This is an optimization exercise on Yosys and OpenROAD, whose aim is small area and few clock cycles, not a production implementation.
Only simulation tests tie the RTL to the original design; equivalence was not proved.

## flow/design.v

```verilog
module line_buffer(
  input             i_clk,
  input             i_load,
  input      [63:0] i_word,
  input             i_rot,
  output     [63:0] o_next,    
  output     [15:0] o_top,     
  output     [15:0] o_prev
);
reg [63:0] w0, w1, w2, w3, w4, w5, w6, w7;
reg [15:0] prev;
always @(posedge i_clk)
begin
    if(i_load | i_rot)
    begin
        w0 <= i_load ? i_word : w7;
        w1 <= w0;
        w2 <= w1;
        w3 <= w2;
        w4 <= w3;
        w5 <= w4;
        w6 <= w5;
        w7 <= w6;
    end
end
always @(posedge i_clk)
begin
    if(i_load)
        prev <= w7[63:48];
end
assign o_next = w6;
assign o_top  = w7[63:48];
assign o_prev = prev;
endmodule
module filter_x(
input      [79:0] i_a,       
input      [79:0] i_b,
input      [79:0] i_c,
output     [7:0]  o_flat
);
genvar j;
generate
for(j = 0; j < 8; j = j + 1)
begin : col
    wire [7:0] a0 = i_a[8*(j+2) +: 8], a1 = i_a[8*(j+1) +: 8], a2 = i_a[8*j +: 8];
    wire [7:0] b0 = i_b[8*(j+2) +: 8],                           b2 = i_b[8*j +: 8];
    wire [7:0] c0 = i_c[8*(j+2) +: 8], c1 = i_c[8*(j+1) +: 8], c2 = i_c[8*j +: 8];
    wire p_in, q_in;
    y_filter sp (.x0(a0), .x1(b0), .x2(a1), .y0(b2), .y1(c1), .y2(c2), .o_in(p_in));
    y_filter sq (.x0(b0), .x1(c0), .x2(c1), .y0(a1), .y1(a2), .y2(b2), .o_in(q_in));
    assign o_flat[j] = p_in & q_in;
end
endgenerate
endmodule
module y_filter(
input  [7:0] x0, x1, x2,
input  [7:0] y0, y1, y2,
output       o_in
);
wire [7:0] sx, cx, sy, cy;
genvar i;
generate
for(i = 0; i < 8; i = i + 1)
begin : l1
    assign {cx[i], sx[i]} = x0[i] + x1[i] + x2[i];
    assign {cy[i], sy[i]} = y0[i] + y1[i] + y2[i];
end
endgenerate
wire [10:0] v0 = {3'b000, sx};
wire [10:0] v1 = {2'b00, cx, 1'b0};
wire [10:0] v2 = ~{3'b000, sy};
wire [10:0] v3 = ~{2'b00, cy, 1'b0};
wire [10:0] s2, c2, s3, c3;
generate
for(i = 0; i < 11; i = i + 1)
begin : l2
    assign {c2[i], s2[i]} = v0[i] + v1[i] + v2[i];
end
endgenerate
wire [10:0] c2s = {c2[9:0], 1'b0};
generate
for(i = 0; i < 11; i = i + 1)
begin : l3
    assign {c3[i], s3[i]} = s2[i] + c2s[i] + v3[i];
end
endgenerate
wire [10:0] d = s3 + {c3[9:0], 1'b0} + 11'd62;
assign o_in = (d <= 11'd120);
endmodule
module sobel_top(
input        i_clk,
input        i_rst,
input        i_line1_data_valid,
input [63:0] i_line1_data,
output       o_line1_data_ack,
input        i_line2_data_valid,
input [63:0] i_line2_data,
output       o_line2_data_ack,
input        i_line3_data_valid,
input [63:0] i_line3_data,
output       o_line3_data_ack,
output       o_sobel_data_valid,
output [63:0]o_sobel_data,
input        i_sobel_data_ack,
input        i_filter
);
reg  [2:0] rd_word;     
reg        rd_done;     
reg        res_ok;      
reg        recov;       
reg  [7:0] res;
wire out_valid = i_filter & ~rd_done & res_ok & ~recov;
wire out_take  = out_valid & i_sobel_data_ack;
wire rot       = out_take | recov;
wire shift1 = i_line1_data_valid | rot;
wire shift2 = i_line2_data_valid | rot;
wire shift3 = i_line3_data_valid | rot;
wire all_shift = shift1 & shift2 & shift3;
wire any_shift = shift1 | shift2 | shift3;
always @(posedge i_clk)
begin
    if(!i_rst)
    begin
        rd_word <= 3'd0;
        rd_done <= 1'b0;
        res_ok  <= 1'b0;
        recov   <= 1'b0;
    end
    else
    begin
        if(rot)
            rd_word <= rd_word + 1'b1;
        if(out_take && rd_word == 3'd7)
            rd_done <= 1'b1;
        if(!i_filter)
            rd_done <= 1'b0;
        if(all_shift)
            res_ok <= 1'b1;
        else if(any_shift)
            res_ok <= 1'b0;
        if(i_filter & ~rd_done & ~res_ok & ~recov)
            recov <= 1'b1;
        else if(recov && rd_word == 3'd7)
            recov <= 1'b0;
    end
end
wire all_waiting = out_valid & (rd_word == 3'd0);
assign o_line1_data_ack   = ~all_waiting;
assign o_line2_data_ack   = ~all_waiting;
assign o_line3_data_ack   = ~all_waiting;
assign o_sobel_data_valid = out_valid;
function [63:0] lanes_to_pixels(input [63:0] d);
    lanes_to_pixels = {d[31:0], d[63:32]};
endfunction
wire [63:0] next1, next2, next3;
wire [15:0] top1, top2, top3;
wire [15:0] prev1, prev2, prev3;
line_buffer lb1 (
  .i_clk(i_clk),
  .i_load(i_line1_data_valid),
  .i_word(lanes_to_pixels(i_line1_data)),
  .i_rot(rot),
  .o_next(next1),
  .o_top(top1),
  .o_prev(prev1)
);
line_buffer lb2 (
  .i_clk(i_clk),
  .i_load(i_line2_data_valid),
  .i_word(lanes_to_pixels(i_line2_data)),
  .i_rot(rot),
  .o_next(next2),
  .o_top(top2),
  .o_prev(prev2)
);
line_buffer lb3 (
  .i_clk(i_clk),
  .i_load(i_line3_data_valid),
  .i_word(lanes_to_pixels(i_line3_data)),
  .i_rot(rot),
  .o_next(next3),
  .o_top(top3),
  .o_prev(prev3)
);
wire [7:0] res_next;
filter_x filt (
    .i_a({next1, recov ? prev1 : top1}),
    .i_b({next2, recov ? prev2 : top2}),
    .i_c({next3, recov ? prev3 : top3}),
    .o_flat(res_next)
);
always @(posedge i_clk)
begin
    if(all_shift)
        res <= res_next;
end
wire [63:0] res_bytes = {{8{res[7]}}, {8{res[6]}}, {8{res[5]}}, {8{res[4]}},
                         {8{res[3]}}, {8{res[2]}}, {8{res[1]}}, {8{res[0]}}};
assign o_sobel_data = {res_bytes[31:0], res_bytes[63:32]};
endmodule
```

## flow/run.sh

```bash
#!/bin/bash
# synth_recipe.tcl (not shown) runs the flow's synth.tcl, then flattens the netlist and writes it again
# the make line also repeats each setting of config.mk as NAME=value (left out here)
make -C /OpenROAD-flow-scripts/flow DESIGN_CONFIG=/design/flow/config.mk WORK_HOME=/design/flow/orfs CLKGATE_MAP_FILE= SYNTH_SCRIPT=/design/flow/synth_recipe.tcl finish
```

## flow/config.mk

```make
export PLATFORM = sky130hd
export DESIGN_NAME = sobel_top
export DESIGN_NICKNAME = sobel_top
export VERILOG_FILES = /design/flow/design.v
export SDC_FILE = /design/flow/constraint.sdc
export NUM_CORES = 4
export LEC_CHECK = 0
export CAP_MARGIN = 20
export CORE_MARGIN = 2
export CORE_UTILIZATION = 40
export SLEW_MARGIN = 20
```

## flow/constraint.sdc

```tcl
create_clock -name core_clock -period 5.0 [get_ports {i_clk}]
set_input_delay 1.0000 -clock core_clock [delete_from_list [all_inputs] [get_ports {i_clk}]]
set_output_delay 1.0000 -clock core_clock [all_outputs]
set_load 0.01 [all_outputs]
```

==> results of run 1 <==
==> kinds of logic after synthesis <==
| logic type | count (synthesis) | share of synthesized area (%) |
|---|---|---|
| adder cells (fa/ha/maj) | 787 | 19.0 |
| flip-flops | 1598 | 66.7 |
| AO/OA/AOI/OAI | 259 | 2.37 |
| multiplexers | 251 | 3.86 |
| AND/OR/NAND/NOR | 259 | 2.01 |
| XOR/XNOR | 69 | 0.841 |
| buffers and inverters | 937 | 5.20 |
==> layout by cell type, fill, tap and decap left out, drive strengths merged, types with 6 or more instances in the layout <==
master,n
mux2i,39
o21bai,9
a21oi,63
bufinv,21
nand2b,42
nand3b,9
buf,229
nor2b,24
o21ai,61
xor2,28
mux2,212
nand3,12
a311oi,8
a21o,24
nor2,54
clkdlybuf4s50,263
a21boi,6
clkinv,61
ha,275
o22ai,6
a211oi,10
edfxtp,1592
dfxtp,6
nor3,20
a221o,6
nor4,16
or3,12
fa,512
clkinvlp,11
and3,12
a31oi,11
xnor2,41
o21a,15
inv,860
nand2,26
o2111ai,6
nand4,11
clkbuf,200
==> synthesized netlist by cell type (11+ instances only) <==
library cell	count	share of area (%)
nand3_1	12	0.084
mux2i_1	39	0.54
clkbuf_1	14	0.073
a21oi_1	62	0.43
nor3_1	20	0.14
nand2b_1	42	0.37
xnor2_1	41	0.50
xor2_1	28	0.34
nand2_1	26	0.14
ha_1	275	4.8
o21ai_0	59	0.41
nand4_1	11	0.096
o21a_1	15	0.16
buf_4	58	0.61
nor2_1	54	0.28
a31oi_1	11	0.096
and3_1	11	0.096
inv_1	849	4.4
mux2_2	212	3.3
or3_1	12	0.10
edfxtp_1	1592	66
nor2b_1	23	0.20
fa_1	512	14
nor4_1	14	0.12
a21o_1	24	0.25
buf_1	14	0.073
==> worst paths after layout <==
check | end | from | slack, ns
max | res[0] | recov | 0.07
min | lb2.w6[6] | lb2.w5[6] | 0.38
max reg2reg | res[0] | recov | 0.07
min reg2reg | lb2.w6[6] | lb2.w5[6] | 0.38
==> layer usage <==
| metal | vias to the layer above | routed length, µm | GRT usage, % |
|---|---|---|---|
| met3 | 244 | 7120 | 3.31 |
| met4 | 4 | 4490 | 5.59 |
| met1 | 17600 | 70200 | 23.8 |
| li1 | 15600 | - | - |
| met2 | 751 | 78400 | 28.9 |
| met5 | - | 25 | 0 |
==> layout make-up <==
cell class | count | area share (%)
Clock inverter | 104 | 1.57
Sequential cell | 1598 | 56.2
Clock buffer | 200 | 5.05
Tap cell | 2355 | 3.46
Multi-Input combinational cell | 1625 | 24.3
Inverter | 849 | 3.74
Antenna cell | 4 | 0.0117
Timing Repair Buffer | 492 | 5.62
==> worst reg2reg max path: stages, from the launching register on <==
cell and delay (ns):
dfxtp_4 0.36, buf_12 0.12, buf_12 0.14, buf_8 0.15, buf_4 0.14, mux2i_4 0.24
inv_1 0.08, fa_1 0.55, fa_1 0.43, fa_1 0.46, ha_1 0.30, inv_1 0.11
ha_4 0.23, a21oi_2 0.12, o22ai_1 0.10, o21a_1 0.24, o21ai_1 0.14, mux2_2 0.36
a311oi_2 0.32, nor4_1 0.10
==> what timing repair did <==
item / in CTS / in global routing
buffers inserted: 3 / 26
setup endpoints to repair: 2 / 7
pin swaps: 0 / 43
resized for setup: 10 / 88
==> per-stage QoR <==
step / setup slack (ns) / cells / hold slack (ns)
after global routing: -0.123 / 7224 / 0.388
after floorplan: -1.26 / 4160 / 0.400
final: 0.0694 / 7227 / 0.383
after detailed placement: -0.0233 / 6890 / 0.405
after global placement: 0.00702 / 6890 / 0.400
after CTS: 0.00193 / 7197 / 0.369
==> qor.yml, run 1 <==
run_status:
  status: "timing/DRC/antenna clean"
sta:
  final.min_clock_period_ns: 4.93
  fin_crit_sh_pct: 98.6
  fin_skew_ns: 0.0645
  setup-violations-final: 0
  tightest_slew_ns: 0.997
  max_freq_ghz: 0.203
  final.setup.tns_ns: 0
  hold_viol: 0
  rsz0062_at_grt: "true"
  finalMaxSlewViolations: 0
  relSlewSlack_pct: 33.5
worst_setup_path:
  required_ns: 5.55
  crit_path_start_kind: "register"
  crit_chain: "buf_12 -> buf_12 -> buf_8 -> buf_4 -> mux2i_4 -> inv_1 -> fa_1 -> fa_1 -> fa_1 -> ha_1 -> inv_1 -> ha_4 -> a21oi_2 -> o22ai_1 -> o21a_1 -> o21ai_1 -> mux2_2 -> a311oi_2 -> nor4_1"
  worstSetupEndpointType: "register"
  critical_path.most_common_cell: "fa_1"
  cp_num_buf_inv: 6
  slowest_stage: "fa_1"
  slowest_delay_ns: 0.55
  worstPathMaxFanout: 8
  reg2reg_depth: 19
  worstSetupPathType: "register to register"
  crit_cells: 19
  cp_top_family: "adder cells"
  arrival_ns: 5.48
yosys:
  synthesis.area_um2: 71900
  ys.flop_type: "edfxtp_1"
  yosys_warnings: 2
  async_flop_share_pct: 0
  synth-seq-area-share_pct: 66.7
  synth_fp_nets: 5146
  ys_seq_elements: 1598
  synth_cell_types: 71
  synth_edf_count: 1592
  avgSynthCellArea_um2: 17.3
  synthesis.instances: 4160
finish:
  final_area_um2: 85200
  drive_gt1_share_pct: 15.7
  fin_util_pct: 47.8
  multiInputGateArea_um2: 20700
  fillCellCount: 15200
  ff_latch_area_um2: 47900
  area_growth_pct: 18.5
  layout.nets: 5718
placed_design:
  gp_congestion: 0.871
  numPortBuffers: 266
  dp_hpwl_um: 116000
  postPlaceCellArea_um2: 78800
die:
  rows: 155
  dieArea_um2: 183000
  design.core.area_um2: 178000
  initial_utilization_pct: 40.3
  die_height_um: 428
  io-pin-count: 267
  die_w_um: 428
cts:
  numCtsBuffers: 166
  cts_sinks: 1598
  insertion_delay_ns: 0.84
  cts-root-buf: "clkbuf_16"
  ctsHoldBuffers: 0
  cts_tree: "built"
  ctsHtreeMaxLevel: 4
  clkTransAtPathRegs_ns: 0.08
  clock_path_buffers: 3
drt:
  post_drt_wl_per_cell_um: 22.2
  drt_first_pass_iters: 7
  drt_iter0_drc: 2782
  routed_wirelength_um: 160000
  via_count: 34100
  vias_per_cell: 4.72
  route.detailed.drc: 0
  ant_nets: 0
min_path:
  hold_class: "register to register"
  holdPathStages: 0
global_routing:
  grt_antenna_before_repair: 11
  grt_use_total_pct: 17.6
  grt_max_degree: 142
  grt_pass1_vias: 34800
  grt-ovfl-total: 0
  grt_pass1_wl_um: 232000
job:
  max-cap-violations: 0
Testbench counts, summed over its fixed seeds: cycles 3,072.
==> run 2, diff against run 1 <==
--- a/flow/design.v
+++ b/flow/design.v
@@ -66,26 +66,26 @@
     assign {cy[i], sy[i]} = y0[i] + y1[i] + y2[i];
 end
 endgenerate
-wire [10:0] v0 = {3'b000, sx};
-wire [10:0] v1 = {2'b00, cx, 1'b0};
-wire [10:0] v2 = ~{3'b000, sy};
-wire [10:0] v3 = ~{2'b00, cy, 1'b0};
-wire [10:0] s2, c2, s3, c3;
-generate
-for(i = 0; i < 11; i = i + 1)
+wire [9:0] v0 = {2'b00, sx};
+wire [9:0] v1 = {1'b0, cx, 1'b0};
+wire [9:0] v2 = {2'b00, ~sy};
+wire [9:0] v3 = {1'b0, ~cy, 1'b0};
+wire [9:0] s2, c2, s3, c3;
+generate
+for(i = 0; i < 10; i = i + 1)
 begin : l2
     assign {c2[i], s2[i]} = v0[i] + v1[i] + v2[i];
 end
 endgenerate
-wire [10:0] c2s = {c2[9:0], 1'b0};
-generate
-for(i = 0; i < 11; i = i + 1)
+wire [9:0] c2s = {c2[8:0], 1'b0};
+generate
+for(i = 0; i < 10; i = i + 1)
 begin : l3
     assign {c3[i], s3[i]} = s2[i] + c2s[i] + v3[i];
 end
 endgenerate
-wire [10:0] d = s3 + {c3[9:0], 1'b0} + 11'd62;
-assign o_in = (d <= 11'd120);
+wire [10:0] r = {1'b0, s3} + {c3, 1'b0};
+assign o_in = (r >= 11'd705) && (r <= 11'd825);
 endmodule
 module sobel_top(
 input        i_clk,
--- a/flow/config.mk
+++ b/flow/config.mk
@@ -7,5 +7,8 @@
 export LEC_CHECK = 0
 export CAP_MARGIN = 20
 export CORE_MARGIN = 2
-export CORE_UTILIZATION = 40
+export CORE_UTILIZATION = 60
+export CTS_BUF_LIST = sky130_fd_sc_hd__clkbuf_8
+export CTS_CLUSTER_DIAMETER = 60
+export CTS_CLUSTER_SIZE = 18
 export SLEW_MARGIN = 20
==> run 2 against run 1 <==
Largest cell class unchanged. Count of clock-buffer cells in the layout fell by 85. Routed wire length shrank 14%.
==> qor.yml, run 2 <==
drt:
  ant_nets: 0  # unchanged
  via_count: 31800  # -7.0%
  drt_iter0_drc: 2820  # +1.4%
  route.detailed.drc: 0  # unchanged
  vias_per_cell: 5.45  # +15%
  drt_first_pass_iters: 5  # -2
  routed_wirelength_um: 138000  # -14%
  post_drt_wl_per_cell_um: 23.7  # +6.8%
sta:
  fin_crit_sh_pct: 93.9  # -4.7 points
  hold_viol: 0  # unchanged
  finalMaxSlewViolations: 0  # unchanged
  tightest_slew_ns: 0.902  # -0.0952 ns
  fin_skew_ns: 0.0533  # -0.0112 ns
  setup-violations-final: 0  # unchanged
  max_freq_ghz: 0.213  # +5.0%
  relSlewSlack_pct: 39.9  # +6.3 points
  final.min_clock_period_ns: 4.69  # -0.237 ns
  hold_slack_ns: 0.407  # +0.0236 ns
  rsz0062_at_grt: "false"
yosys:
  synth_fp_nets: 4703  # -8.6%
  async_flop_share_pct: 0  # unchanged
  synth_cell_types: 83  # +17%
  yosys_warnings: 2  # unchanged
  synth_most_common_cell: "edfxtp_1"
  avgSynthCellArea_um2: 18.1  # +4.5%
  synth-seq-area-share_pct: 68.7  # +2.0 points
  synth_area_leader_cell: "edfxtp_1"
  synth_edf_count: 1592  # unchanged
  ys_seq_elements: 1598  # unchanged
  synthTopCellsByCount: "edfxtp_1 (1592), inv_1 (682), fa_1 (512)"
  synth_area_leaders: "edfxtp_1 (69%), fa_1 (15%), inv_1 (3.7%)"
  synthesis.area_um2: 69700  # -3.0%
  synth_top_cell_area_share_pct: 68.5  # +2.0 points
  synthesis.instances: 3861  # -7.2%
  ys.flop_type: "edfxtp_1"
worst_setup_path:
  worstPathMaxFanout: 20  # +12
  required_ns: 5.66  # +0.11 ns
  crit_path_start_kind: "register"
  arrival_ns: 5.36  # -0.12 ns
  reg2reg_depth: 14  # -5
  worstSetupPathType: "register to register"
  worstSetupEndpointType: "register"
placed_design:
  gp_congestion: 0.919  # +5.5%
  dp_hpwl_um: 102000  # -12%
  numPortBuffers: 266  # unchanged
  dp.cells: 5657  # -18%
finish:
  layout.nets: 5089  # -11%
  multiInputGateArea_um2: 18800  # -9.4%
  final_common_cell: "edfxtp_1"
  ff_latch_area_um2: 47900  # unchanged
  instances_no_fill: 5831  # -19%
  drive_gt1_share_pct: 11.4  # -4.3 points
  fillCellCount: 8009  # -47%
  mostFrequentLayoutCells: "edfxtp_1 (1592), inv_1 (700), fa_1 (512)"
  area_growth_pct: 10.2
  fin_util_pct: 66.4  # +19 points
cts:
  cts_tree: "built"
  ctsHtreeMaxLevel: 3  # -1
  cts-root-buf: "clkbuf_8"
  postCtsSetupBuffers: 0  # -3
  clkTransAtPathRegs_ns: 0.10  # +0.02 ns
  numCtsBuffers: 112  # -33%
  cts_sinks: 1598  # unchanged
  clock_path_buffers: 3  # unchanged
  insertion_delay_ns: 0.84  # about the same
global_routing:
  grt_max_degree: 113  # -20%
  grt-ovfl-total: 0  # unchanged
  grt_pass1_vias: 31600  # -9.3%
  grt_pass1_wl_um: 202000  # -13%
  grt_use_total_pct: 23.8  # +6.2 points
  grt_antenna_before_repair: 8  # -3
job:
  max-cap-violations: 0  # unchanged
die:
  die_w_um: 345  # -19%
  rows: 125  # -19%
  die_height_um: 345  # -19%
  design.core.area_um2: 116000  # -35%
  initial_utilization_pct: 60.3  # +20 points
  io-pin-count: 267  # unchanged
  dieArea_um2: 119000  # -35%
min_path:
  hold_class: "register to register"
  holdPathStages: 0  # unchanged
run_status:
  status: "timing/DRC/antenna clean"
## run 2: changes by cell type after synthesis, moves of 13 or more
cell and delta:
a21oi_1 -21, o21a_1 +14, inv_1 -167, nand2b_1 -27
nor3_1 +13, xnor2_1 -22, ha_1 -144
## run 2: per-stage QoR
stage | TNS, ns | instance area (µm²) | worst slack (ns)
6_report | 0 | 76800 | 0.306
5_1_grt | 0 | 76800 | 0.0213
4_1_cts | 0 | 76800 | 0.125
3_5_place_dp | 0 | 74700 | 0.158
3_3_place_gp | 0 | 74700 | 0.272
2_1_floorplan | -642.82 | 69800 | -1.09
## run 2: what timing repair did
item / CTS / global route
setup endpoints to repair: 0 / 2
hold buffers: 0 / 0
resized for setup: 0 / 4
## run 2: path summary, 6_finish.rpt
kind | from | end | slack (ns)
max | recov | res[0] | 0.31
max reg2reg | recov | res[0] | 0.31
min | lb3.w3[27] | lb3.w4[27] | 0.41
min reg2reg | lb3.w3[27] | lb3.w4[27] | 0.41
## run 2: cell families (layout without fill, tap and decap cells)
| kind of cell | Yosys count | in the layout | share of synthesized area [%] |
|---|---|---|---|
| AOI/OAI and AO/OA | 302 | 302 | 3.16 |
| xor gates and xnor gates | 42 | 42 | 0.527 |
| adders and majority gates | 643 | 643 | 17.0 |
| buffers and inverters | 769 | 1211 | 4.45 |
| DFF | 1598 | 1598 | 68.7 |
| muxes | 256 | 256 | 4.06 |
| other | 0 | 4 | 0 |
| and+or+nand+nor | 251 | 251 | 2.04 |
## run 2: cell type report
class / instances / share of cell area (%)
Multi-Input combinational cell: 1494 / 24.4
Inverter: 682 / 3.33
Sequential cell: 1598 / 62.4
Clock inverter: 55 / 0.684
Clock buffer: 115 / 2.06
Timing Repair Buffer: 359 / 4.64
Antenna cell: 4 / 0.0130
Tap cell: 1524 / 2.48
## run 2: routing by layer
metal,global-route usage [%],vias up,part of all wire (%)
li1,-,14400,-
met2,37.4,893,47
met3,3.15,173,5.2
met4,5.22,0,2.1
met5,0,-,0
met1,36.5,16300,46
## run 2: worst max-delay path, cell delays in order, from the launching register on
cell and delay [ns]:
dfxtp_4 0.46, buf_4 0.35, mux2_2 0.44, fa_1 0.49, inv_1 0.05, fa_1 0.49, fa_1 0.51, inv_1 0.05
ha_1 0.35, o21ai_0 0.15, nand2b_1 0.18, a221oi_1 0.34, o2111ai_1 0.15, mux2_2 0.30, nor4_2 0.19
Testbench counts of run 2, summed over its fixed seeds: cycles 3,072.
==> run 3, diff against run 2 <==
==> flow/config.mk (replaced) <==
export PLATFORM = sky130hd
export DESIGN_NAME = sobel_top
export DESIGN_NICKNAME = sobel_top
export VERILOG_FILES = /design/flow/design.v
export SDC_FILE = /design/flow/constraint.sdc
export NUM_CORES = 4
export LEC_CHECK = 0
export CAP_MARGIN = 20
export CORE_MARGIN = 2
export CORE_UTILIZATION = 75
export CTS_BUF_LIST = sky130_fd_sc_hd__clkbuf_16
export CTS_CLUSTER_DIAMETER = 100
export CTS_CLUSTER_SIZE = 30
export SLEW_MARGIN = 20
==> run 3 against run 2 <==
Still clean on timing, DRC and antenna. Count of clock-buffer cells in the layout decreased by 47. Worst setup slack worse by 0.063 ns. Sequential share of layout area grew 0.53 points. Non-clock buffer count shrank 16. Worst hold slack better by 0.0054 ns. Via count up 4.2%. Register-to-register slack worse by 0.06 ns. Core utilization rose by 16 points. Synthesized area unchanged. Routed wire length is 7.0% higher. Largest cell class unchanged.
==> qor.yml, run 3 <==
yosys:
  synth_most_common_cell: "edfxtp_1"
  synth_edf_count: 1592  # unchanged
  synth-seq-area-share_pct: 68.7  # unchanged
  synthesis.instances: 3861  # unchanged
  avgSynthCellArea_um2: 18.1  # unchanged
  synthTopCellsByCount: "edfxtp_1 (1592), inv_1 (682), fa_1 (512)"
  synth_area_leader_cell: "edfxtp_1"
  ys.flop_type: "edfxtp_1"
  synth_cell_types: 83  # unchanged
  synthesis.area_um2: 69700  # unchanged
  synth_area_leaders: "edfxtp_1 (69%), fa_1 (15%), inv_1 (3.7%)"
  yosys_warnings: 2  # unchanged
  ys_seq_elements: 1598  # unchanged
  synth_top_cell_area_share_pct: 68.5  # unchanged
  synth_fp_nets: 4703  # unchanged
  async_flop_share_pct: 0  # unchanged
cts:
  insertion_delay_ns: 0.70  # -0.14 ns
  clkTransAtPathRegs_ns: 0.11  # about the same
  numCtsBuffers: 66  # -41%
  ctsHtreeMaxLevel: 3  # unchanged
  clock_path_buffers: 3  # unchanged
  ctsHoldBuffers: 0  # unchanged
  cts_sinks: 1598  # unchanged
  cts.repair.resized: 0  # unchanged
  postCtsSetupBuffers: 0  # unchanged
  cts-root-buf: "clkbuf_16"
  cts_tree: "built"
sta:
  setup-violations-final: 0  # unchanged
  fin_skew_ns: 0.0401  # -0.0132 ns
  finalMaxSlewViolations: 0  # unchanged
  final.min_clock_period_ns: 4.76  # +0.0632 ns
  hold_viol: 0  # unchanged
  tightest_slew_ns: 0.947  # +0.0452 ns
  max_freq_ghz: 0.210  # -1.3%
  fin_crit_sh_pct: 95.1  # +1.3 points
  relSlewSlack_pct: 36.9  # -3.0 points
finish:
  instances_no_fill: 5456  # -6.4%
  final_common_cell: "edfxtp_1"
  drive_gt1_share_pct: 9.74  # -1.7 points
  layout.nets: 5027  # -1.2%
  fin_util_pct: 82.9  # +16 points
  multiInputGateArea_um2: 18800  # about the same
  final_area_um2: 76200  # -0.84%
  area_growth_pct: 9.26
  ff_latch_area_um2: 47900  # unchanged
  mostFrequentLayoutCells: "edfxtp_1 (1592), inv_1 (696), fa_1 (512)"
  fillCellCount: 4313  # -46%
die:
  initial_utilization_pct: 75.9  # +16 points
  io-pin-count: 267  # unchanged
  rows: 111  # -11%
  design.core.area_um2: 91900  # -21%
  die_height_um: 309  # -10%
  die_w_um: 309  # -10%
  dieArea_um2: 95400  # -20%
global_routing:
  grt_antenna_before_repair: 7  # -1
  grt_use_total_pct: 32.0  # +8.1 points
  grt-ovfl-total: 0  # unchanged
  grt_pass1_wl_um: 214000  # +6.0%
  grt_max_degree: 125  # +11%
  grt_pass1_vias: 33700  # +6.6%
worst_setup_path:
  crit_path_start_kind: "register"
  r2r-start: "recov"
  worstSetupPathType: "register to register"
  required_ns: 5.52  # -0.14 ns
  critical_path.most_common_cell: "fa_1"
  r2r_setup_slack_ns: 0.24  # -0.06 ns
  worstSetupEndpointType: "register"
  rr_endpoint: "res[0]"
  slowest_stage: "fa_1"
  slowest_delay_ns: 0.52  # about the same
  arrival_ns: 5.28  # -0.08 ns
  reg2reg_depth: 13  # -1
  crit_chain: "buf_4 -> mux2i_1 -> fa_1 -> fa_1 -> fa_1 -> inv_1 -> ha_1 -> nor2b_4 -> o21a_1 -> or3_1 -> a221o_1 -> mux2_2 -> nor4_2"
  worstPathMaxFanout: 14  # -30%
job:
  max-cap-violations: 0  # unchanged
placed_design:
  dp_hpwl_um: 103000  # +0.80%
  gp_congestion: 0.956  # +4.0%
  dp.cells: 5360  # -5.3%
  postPlaceCellArea_um2: 74200  # -0.66%
  numPortBuffers: 266  # unchanged
drt:
  routed_wirelength_um: 148000  # +7.0%
  drt_iter0_drc: 4084  # +45%
  via_count: 33100  # +4.2%
  ant_nets: 0  # unchanged
  post_drt_wl_per_cell_um: 27.1  # +14%
  route.detailed.drc: 0  # unchanged
  drt_first_pass_iters: 6  # +1
  vias_per_cell: 6.06  # +11%
min_path:
  holdPathStages: 0  # unchanged
  hold_class: "register to register"
  hold-path-endpoint: "lb1.w4[5]"
  min_from: "lb1.w3[5]"
run_status:
  status: "timing/DRC/antenna clean"
-- run 3: cell counts after synthesis --
Identical to the previous run, type by type.
-- run 3: how the worst max path moves through the flow --
stage	from	end	slack, ns
final	recov	res[0]	0.24
after CTS	recov	res[0]	0.10
after global placement	recov	res[0]	0.25
after floorplan	i_filter	res[0]	-1.09
after global routing	recov	res[0]	-0.03
after detailed placement	recov	res[0]	0.11
-- run 3: per-stage QoR --
stage                     hold slack [ns]  setup TNS, ns  worst slack (ns)
after floorplan                     0.400        -642.82             -1.09
after global placement              0.400              0             0.247
after detailed placement            0.405              0             0.110
after CTS                           0.410              0             0.103
after global routing                0.407        -0.0338           -0.0338
final                               0.412              0             0.243
-- run 3: cells by family after synthesis --
logic type,count (synthesis),synth area share [%]
XOR/XNOR,42,0.527
AO/OA/AOI/OAI,302,3.16
multiplexers,256,4.06
flip-flops,1598,68.7
AND/OR/NAND/NOR,251,2.04
buffers and inverters,769,4.45
adder cells (fa/ha/maj),643,17.0
-- run 3: per-layer routing --
layer	global-route usage, %	vias up	share of wire (%)
li1	-	14200	-
met1	45.6	16900	39
met2	52.5	1668	50
met3	4.71	281	7.5
met4	10.4	2	3.6
met5	0	-	0.011
-- run 3: cell type report --
class,count,share of cell area (%)
diodes,2,0.00657
flip-flops and latches,1598,62.9
multi-input cells,1494,24.6
repair buffers,343,4.49
clock buffers,68,2.23
inverters,682,3.36
clock inverters,26,0.330
well taps,1243,2.04
-- run 3: critical path, delay by kind of cell (launching register included) --
kind / cells / cell delay (ns)
compound gates: 2 / 0.52
fa+ha+maj: 4 / 1.88
buf+inv: 2 / 0.27
flops: 1 / 0.50
mux: 2 / 0.70
simple gates: 3 / 0.71
==> run 4, diff against run 3 <==
--- a/flow/config.mk
+++ b/flow/config.mk
@@ -7,7 +7,7 @@
 export LEC_CHECK = 0
 export CAP_MARGIN = 20
 export CORE_MARGIN = 2
-export CORE_UTILIZATION = 75
+export CORE_UTILIZATION = 60
 export CTS_BUF_LIST = sky130_fd_sc_hd__clkbuf_16
 export CTS_CLUSTER_DIAMETER = 100
 export CTS_CLUSTER_SIZE = 30
==> run 4 against run 3 <==
Die area up 25%. Core utilization decreased by 17 points. Non-clock buffer count grew 16. Sequential share of layout area shrank 0.45 points. Routed wire length down 6.9%. Synthesized area did not move. Critical endpoint unchanged.
==> qor.yml, run 4 <==
drt:
  via_count: 31600  # -4.5%
  drt_iter0_drc: 3153  # -23%
  routed_wirelength_um: 137000  # -6.9%
  post_drt_wl_per_cell_um: 23.9  # -12%
  route.detailed.drc: 0  # unchanged
  ant_nets: 0  # unchanged
  vias_per_cell: 5.50  # -9.3%
  drt_first_pass_iters: 5  # -1
yosys:
  avgSynthCellArea_um2: 18.1  # unchanged
  synthesis.area_um2: 69700  # unchanged
  synth_compound_gate_area_share_pct: 3.16  # unchanged
  synthesis.instances: 3861  # unchanged
  yosys_warnings: 2  # unchanged
  synth_mux_area_share_pct: 4.06  # unchanged
  synth_area_leaders: "edfxtp_1 (69%), fa_1 (15%), inv_1 (3.7%)"
  async_flop_share_pct: 0  # unchanged
  synth_top_family_by_area: "adder cells"
  synthTopCellsByCount: "edfxtp_1 (1592), inv_1 (682), fa_1 (512)"
  synth_area_leader_cell: "edfxtp_1"
  synth_fp_nets: 4703  # unchanged
  synth-seq-area-share_pct: 68.7  # unchanged
  synthXorXnorAreaFrac_pct: 0.527  # unchanged
  synth_top_cell_area_share_pct: 68.5  # unchanged
  synth_edf_count: 1592  # unchanged
  synth_most_common_cell: "edfxtp_1"
  synthSimpleGateAreaFrac_pct: 2.04  # unchanged
  synthAdderAreaFrac_pct: 17.0  # unchanged
  ys.flop_type: "edfxtp_1"
  ys_seq_elements: 1598  # unchanged
  synth_cell_types: 83  # unchanged
global_routing:
  grt_use_total_pct: 23.7  # -8.3 points
  grt_pass1_wl_um: 200000  # -6.6%
  grt_antenna_before_repair: 6  # -1
  grt_max_degree: 113  # -9.6%
  grt-ovfl-total: 0  # unchanged
  grt_pass1_vias: 31100  # -7.6%
cts:
  cts-root-buf: "clkbuf_16"
  cts_tree: "built"
  insertion_delay_ns: 0.70  # about the same
  postCtsSetupBuffers: 0  # unchanged
  ctsHoldBuffers: 0  # unchanged
  cts.repair.resized: 0  # unchanged
  ctsHtreeMaxLevel: 3  # unchanged
  clock_path_buffers: 3  # unchanged
  cts_sinks: 1598  # unchanged
  clkTransAtPathRegs_ns: 0.11  # about the same
  numCtsBuffers: 68  # +3.0%
sta:
  fin_skew_ns: 0.0390  # -0.00106 ns
  tightest_slew_ns: 0.935  # -0.0125 ns
  relSlewSlack_pct: 37.7  # +0.84 points
  final.min_clock_period_ns: 4.67  # -0.0840 ns
  rsz0062_at_grt: "false"
  finalMaxSlewViolations: 0  # unchanged
  fin_crit_sh_pct: 93.5  # -1.7 points
  max_freq_ghz: 0.214  # +1.8%
  setup-violations-final: 0  # unchanged
  hold_viol: 0  # unchanged
job:
  max-cap-violations: 0  # unchanged
run_status:
  status: "timing/DRC/antenna clean"
worst_setup_path:
  slowest_delay_ns: 0.50  # -0.02 ns
  worstPathMaxFanout: 12  # -2
  cp_top_family: "adder cells"
  worstSetupPathType: "register to register"
  worstSetupEndpointType: "register"
  required_ns: 5.41  # -0.11 ns
  crit_chain: "buf_4 -> mux2i_1 -> inv_1 -> fa_1 -> inv_1 -> fa_1 -> fa_1 -> inv_1 -> ha_1 -> inv_1 -> fa_1 -> nor2b_1 -> o21ai_0 -> o221a_2 -> o221a_2 -> mux2i_1 -> nor4_2"
  cp_num_buf_inv: 5  # +3
  crit_path_start_kind: "register"
  arrival_ns: 5.08  # -0.20 ns
  slowest_stage: "fa_1"
die:
  die_w_um: 345  # +12%
  rows: 125  # +13%
  io-pin-count: 267  # unchanged
  die_height_um: 345  # +12%
  design.core.area_um2: 116000  # +26%
  initial_utilization_pct: 60.3  # -16 points
  dieArea_um2: 119000  # +25%
finish:
  mostFrequentLayoutCells: "edfxtp_1 (1592), inv_1 (691), fa_1 (512)"
  num_antenna_cells: 0  # -2
  fillCellCount: 7979  # +85%
  drive_gt1_share_pct: 10.1  # +0.35 points
  final_area_um2: 76800  # +0.73%
  area_growth_pct: 10.0
  layout.nets: 5045  # +0.36%
  final_common_cell: "edfxtp_1"
  fin_util_pct: 66.3  # -17 points
placed_design:
  numPortBuffers: 266  # unchanged
  postPlaceCellArea_um2: 74700  # +0.67%
  dp_hpwl_um: 102000  # -0.80%
  gp_congestion: 0.919  # -3.9%
min_path:
  hold_class: "register to register"
==> run 4: logic make-up (layout without fill, tap and decap cells) <==
group / count (synthesis) / in the layout
muxes: 256 / 256
adders and majority gates: 643 / 643
xor gates and xnor gates: 42 / 42
and+or+nand+nor: 251 / 251
AOI/OAI and AO/OA: 302 / 302
buffers and inverters: 769 / 1132
DFF: 1598 / 1598
==> run 4: path summary, 6_finish.rpt <==
path	start	to	slack [ns]	depth (start not counted)
worst max-delay path	recov	res[0]	0.33	17
worst min register to register	lb1.w3[13]	lb1.w4[13]	0.40	0
worst min-delay path	lb1.w3[13]	lb1.w4[13]	0.40	0
worst max register to register	recov	res[0]	0.33	17
==> run 4: metal layers <==
layer	vias to the layer above	track usage [%]	routed length (µm)
met1	16400	36.3	63300
met2	830	37.2	64600
met4	2	4.96	2850
met5	-	0	10
li1	14200	-	-
met3	157	2.95	6800
==> run 4: final cells by class <==
| type | instances | area (µm²) | share of cell area, % |
|---|---|---|---|
| sequential | 1598 | 47900 | 62.4 |
| multi-input combinational | 1494 | 18800 | 24.4 |
| timing repair buffer | 359 | 3570 | 4.65 |
| inverter | 682 | 2560 | 3.34 |
| tap | 1524 | 1910 | 2.48 |
| clock buffer | 69 | 1730 | 2.25 |
| clock inverter | 22 | 295 | 0.385 |
==> run 4: through the flow <==
step	worst slack, ns	TNS (ns)	hold slack [ns]	cells
floorplan	-1.09	-642.82	0.400	3861
global placement	0.272	0	0.400	5657
CTS	0.104	0	0.404	5748
global route	0.0792	0	0.407	5748
detailed placement	0.158	0	0.405	5657
finish	0.327	0	0.405	5748
==> run 5, diff against run 4 <==
--- a/flow/design.v
+++ b/flow/design.v
@@ -13,7 +13,7 @@
 begin
     if(i_load | i_rot)
     begin
-        w0 <= i_load ? i_word : w7;
+        w0 <= ({64{i_load}} & i_word) | ({64{i_rot}} & w7);
         w1 <= w0;
         w2 <= w1;
         w3 <= w2;
==> run 5 against run 4 <==
Register-to-register slack lost 0.05 ns. Count of clock-buffer cells in the layout grew 3. Critical path depth shrank 3. Non-clock buffer count shrank 16. Critical endpoint is now res[2]. Critical path type unchanged. Fmax shrank 1.1%. Routed wire length grew 5.0%. Design area shrank 0.81%. Core utilization grew 0.26 points.
==> qor.yml, run 5 <==
finish:
  drive_gt1_share_pct: 5.24  # -4.8 points
  layout.nets: 5023  # -0.44%
  mostFrequentLayoutCells: "edfxtp_1 (1592), inv_1 (688), fa_1 (512)"
  area_growth_pct: 9.93
  fin_util_pct: 66.6  # +0.26 points
  final_common_cell: "edfxtp_1"
  fillCellCount: 7805  # -2.2%
yosys:
  synthesis.instances: 3876  # +0.39%
  ys_seq_elements: 1598  # unchanged
  synth_top_cell_area_share_pct: 69.0  # +0.48 points
  synth_most_common_cell: "edfxtp_1"
  synth_top_family_by_area: "adder cells"
  synth_edf_count: 1592  # unchanged
  synth_cell_types: 83  # unchanged
  yosys_warnings: 2  # unchanged
  synth_area_leaders: "edfxtp_1 (69%), fa_1 (15%), inv_1 (3.7%)"
  synth_area_leader_cell: "edfxtp_1"
  async_flop_share_pct: 0  # unchanged
  synthesis.area_um2: 69300  # -0.70%
  synthXorXnorAreaFrac_pct: 0.594  # +0.067 points
  synth_mux_area_share_pct: 0.892  # -3.2 points
  ys.flop_type: "edfxtp_1"
  synth_fp_nets: 4718  # +0.32%
  synth_compound_gate_area_share_pct: 5.52  # +2.4 points
  avgSynthCellArea_um2: 17.9  # -1.1%
  synthTopCellsByCount: "edfxtp_1 (1592), inv_1 (683), fa_1 (512)"
  synthAdderAreaFrac_pct: 17.2  # +0.12 points
  synth-seq-area-share_pct: 69.2  # +0.48 points
  synthSimpleGateAreaFrac_pct: 2.00  # -0.034 points
worst_setup_path:
  slowest_stage: "fa_1"
  required_ns: 5.50  # +0.09 ns
  worstSetupPathType: "register to register"
  arrival_ns: 5.22  # +0.14 ns
  cp_num_buf_inv: 3  # -2
  cp_top_family: "adder cells"
  worstSetupEndpointType: "register"
  critical_path.most_common_cell: "fa_1"
  crit_path_start_kind: "register"
  startpoint: "lb1.w6[10]"
  r2r-start: "lb1.w6[10]"
  worstPathMaxFanout: 4  # -8
  slowest_delay_ns: 0.62  # +0.12 ns
  crit_chain: "clkinvlp_4 -> fa_1 -> inv_1 -> fa_1 -> fa_1 -> inv_1 -> ha_1 -> fa_1 -> a211oi_2 -> nor2_1 -> a2111oi_0 -> o21ai_0 -> a21boi_0 -> nor4_2"
sta:
  hold_viol: 0  # unchanged
  setup-violations-final: 0  # unchanged
  fin_crit_sh_pct: 94.5  # +1.0 points
  tightest_slew_ns: 0.908  # -0.0267 ns
  relSlewSlack_pct: 39.5  # +1.8 points
  final.min_clock_period_ns: 4.72  # +0.0499 ns
  finalMaxSlewViolations: 0  # unchanged
  max_freq_ghz: 0.212  # -1.1%
  hold_slack_ns: 0.397  # -0.00793 ns
  fin_skew_ns: 0.0364  # -0.00266 ns
  final.setup.tns_ns: 0  # unchanged
  rsz0062_at_grt: "false"
drt:
  post_drt_wl_per_cell_um: 25.3  # +5.6%
  routed_wirelength_um: 144000  # +5.0%
  drt_first_pass_iters: 5  # unchanged
  ant_nets: 0  # unchanged
  drt_iter0_drc: 3349  # +6.2%
  via_count: 32200  # +1.9%
  vias_per_cell: 5.64  # +2.5%
  route.detailed.drc: 0  # unchanged
global_routing:
  grt_use_total_pct: 24.9  # +1.3 points
  met1_usage_pct: 38.1  # +1.8 points
  grt_antenna_before_repair: 4  # -2
  grt_max_degree: 156  # +38%
  use_met3_pct: 3.60  # +0.66 points
  grtUsageMet2_pct: 38.6  # +1.4 points
  grt_pass1_vias: 31600  # +1.7%
  grt_pass1_wl_um: 207000  # +3.3%
  top_usage_layer: "met2"
  grt-ovfl-total: 0  # unchanged
die:
  rows: 124  # -0.80%
  initial_utilization_pct: 60.6  # +0.31 points
  die_height_um: 344  # -0.34%
  io-pin-count: 267  # unchanged
  dieArea_um2: 118000  # -0.69%
  design.core.area_um2: 114000  # -1.2%
  die_w_um: 344  # -0.34%
cts:
  insertion_delay_ns: 0.69  # about the same
  ctsHoldBuffers: 0  # unchanged
  clock_path_buffers: 3  # unchanged
  cts_sinks: 1598  # unchanged
  postCtsSetupBuffers: 0  # unchanged
  numCtsBuffers: 68  # unchanged
  cts_tree: "built"
  cts-root-buf: "clkbuf_16"
  ctsHtreeMaxLevel: 3  # unchanged
  clkTransAtPathRegs_ns: 0.11  # about the same
placed_design:
  gp_congestion: 0.907  # -1.2%
  numPortBuffers: 266  # unchanged
  dp_hpwl_um: 104000  # +1.8%
min_path:
  min_from: "lb3.w3[49]"
  hold_class: "register to register"
job:
  max-cap-violations: 0  # unchanged
run_status:
  status: "timing/DRC/antenna clean"
==> run 5: changes by cell type in the layout (fill, tap and decap cells not counted), sizes merged, moves of 9 or more <==
cell,delta
mux2,-195
o21a,-10
a22o,+190
o21bai,+9
buf,-16
a21oi,+19
==> run 5: path summary, 6_finish.rpt <==
| kind | endpoint | slack (ns) | cells after the start |
|---|---|---|---|
| worst max register to register | res[2] | 0.28 | 14 |
| worst max-delay path | res[2] | 0.28 | 14 |
| worst min-delay path | lb3.w4[49] | 0.40 | 0 |
| worst min register to register | lb3.w4[49] | 0.40 | 0 |
==> run 5: final cells by class <==
type | count | area, µm² | area share [%]
tap | 1512 | 1890 | 2.48
inverter | 683 | 2570 | 3.37
multi-input combinational | 1487 | 18200 | 23.9
clock inverter | 18 | 293 | 0.385
clock buffer | 72 | 1800 | 2.37
timing repair buffer | 343 | 3480 | 4.58
antenna | 1 | 2.50 | 0.00329
sequential | 1598 | 47900 | 63.0
==> run 5: worst reg2reg max path, cell delays in order, from the launching register on <==
cell and delay [ns]:
edfxtp_1 0.42, clkinvlp_4 0.31, fa_1 0.63, inv_1 0.07, fa_1 0.48, fa_1 0.53, inv_1 0.05, ha_1 0.23
fa_1 0.44, a211oi_2 0.30, nor2_1 0.08, a2111oi_0 0.45, o21ai_0 0.15, a21boi_0 0.17, nor4_2 0.25
==> run 5: what timing repair did <==
item                                   4_1_cts  5_1_grt
endpoints found under the hold margin        0        0
setup endpoints to repair                    0        3
resized for setup                            0        6
==> run 5: cell families after synthesis <==
group / Yosys count
flip-flops: 1598
AND/OR/NAND/NOR: 245
AO/OA/AOI/OAI: 493
multiplexers: 59
buffers and inverters: 791
adder cells (fa/ha/maj): 643
XOR/XNOR: 47
==> run 5: routing by layer <==
metal | up-vias | part of all wire [%]
li1 | 14300 | -
met1 | 16700 | 45
met2 | 1004 | 47
met3 | 173 | 6.1
met4 | 0 | 2.6
met5 | - | 0
==> run 5: metrics by stage <==
step                cell area (µm²)  setup WS, ns  instances
finish                        76100         0.277       5714
CTS                           76100        0.0958       5713
global route                  76100        0.0598       5713
global placement              74000         0.218       5623
detailed placement            74000         0.138       5623
floorplan                     69300         -1.27       3876
Testbench counts of run 5, summed over its fixed seeds: cycles 3,072.

port drivers added, routing unchanged:
The results above use ideal ports. As a check the final layouts listed here were re-extracted and re-timed, cells and wires unchanged.
Step 1 (the two cells are an assumption about what drives the block):
set clk [get_ports {i_clk}]
set_driving_cell -lib_cell sky130_fd_sc_hd__clkbuf_16 $clk
set_driving_cell -lib_cell sky130_fd_sc_hd__buf_2 [delete_from_list [all_inputs] $clk]
Step 2 also shifts input and output timing later by t, the mid clock arrival at the registers, as if the neighbouring blocks saw the same clock.
Slacks: ideal / step 1 / step 2; pairs: ideal / step 1.
run	shift t [ns]	slack for setup (ns)	worst slew at a driven data input, ns	pins driven straight from the clock port
run 1	0.895	0.069 / 0.069 / 0.069	0.12	1
run 2	0.888	0.306 / 0.306 / 0.306	0.08	1
run 3	0.756	0.243 / 0.243 / 0.243	0.07	1
run 4	0.748	0.327 / 0.327 / 0.327	0.07	1
run 5	0.750	0.277 / 0.277 / 0.277	0.06	1
After both steps setup and hold are still met in every run listed.
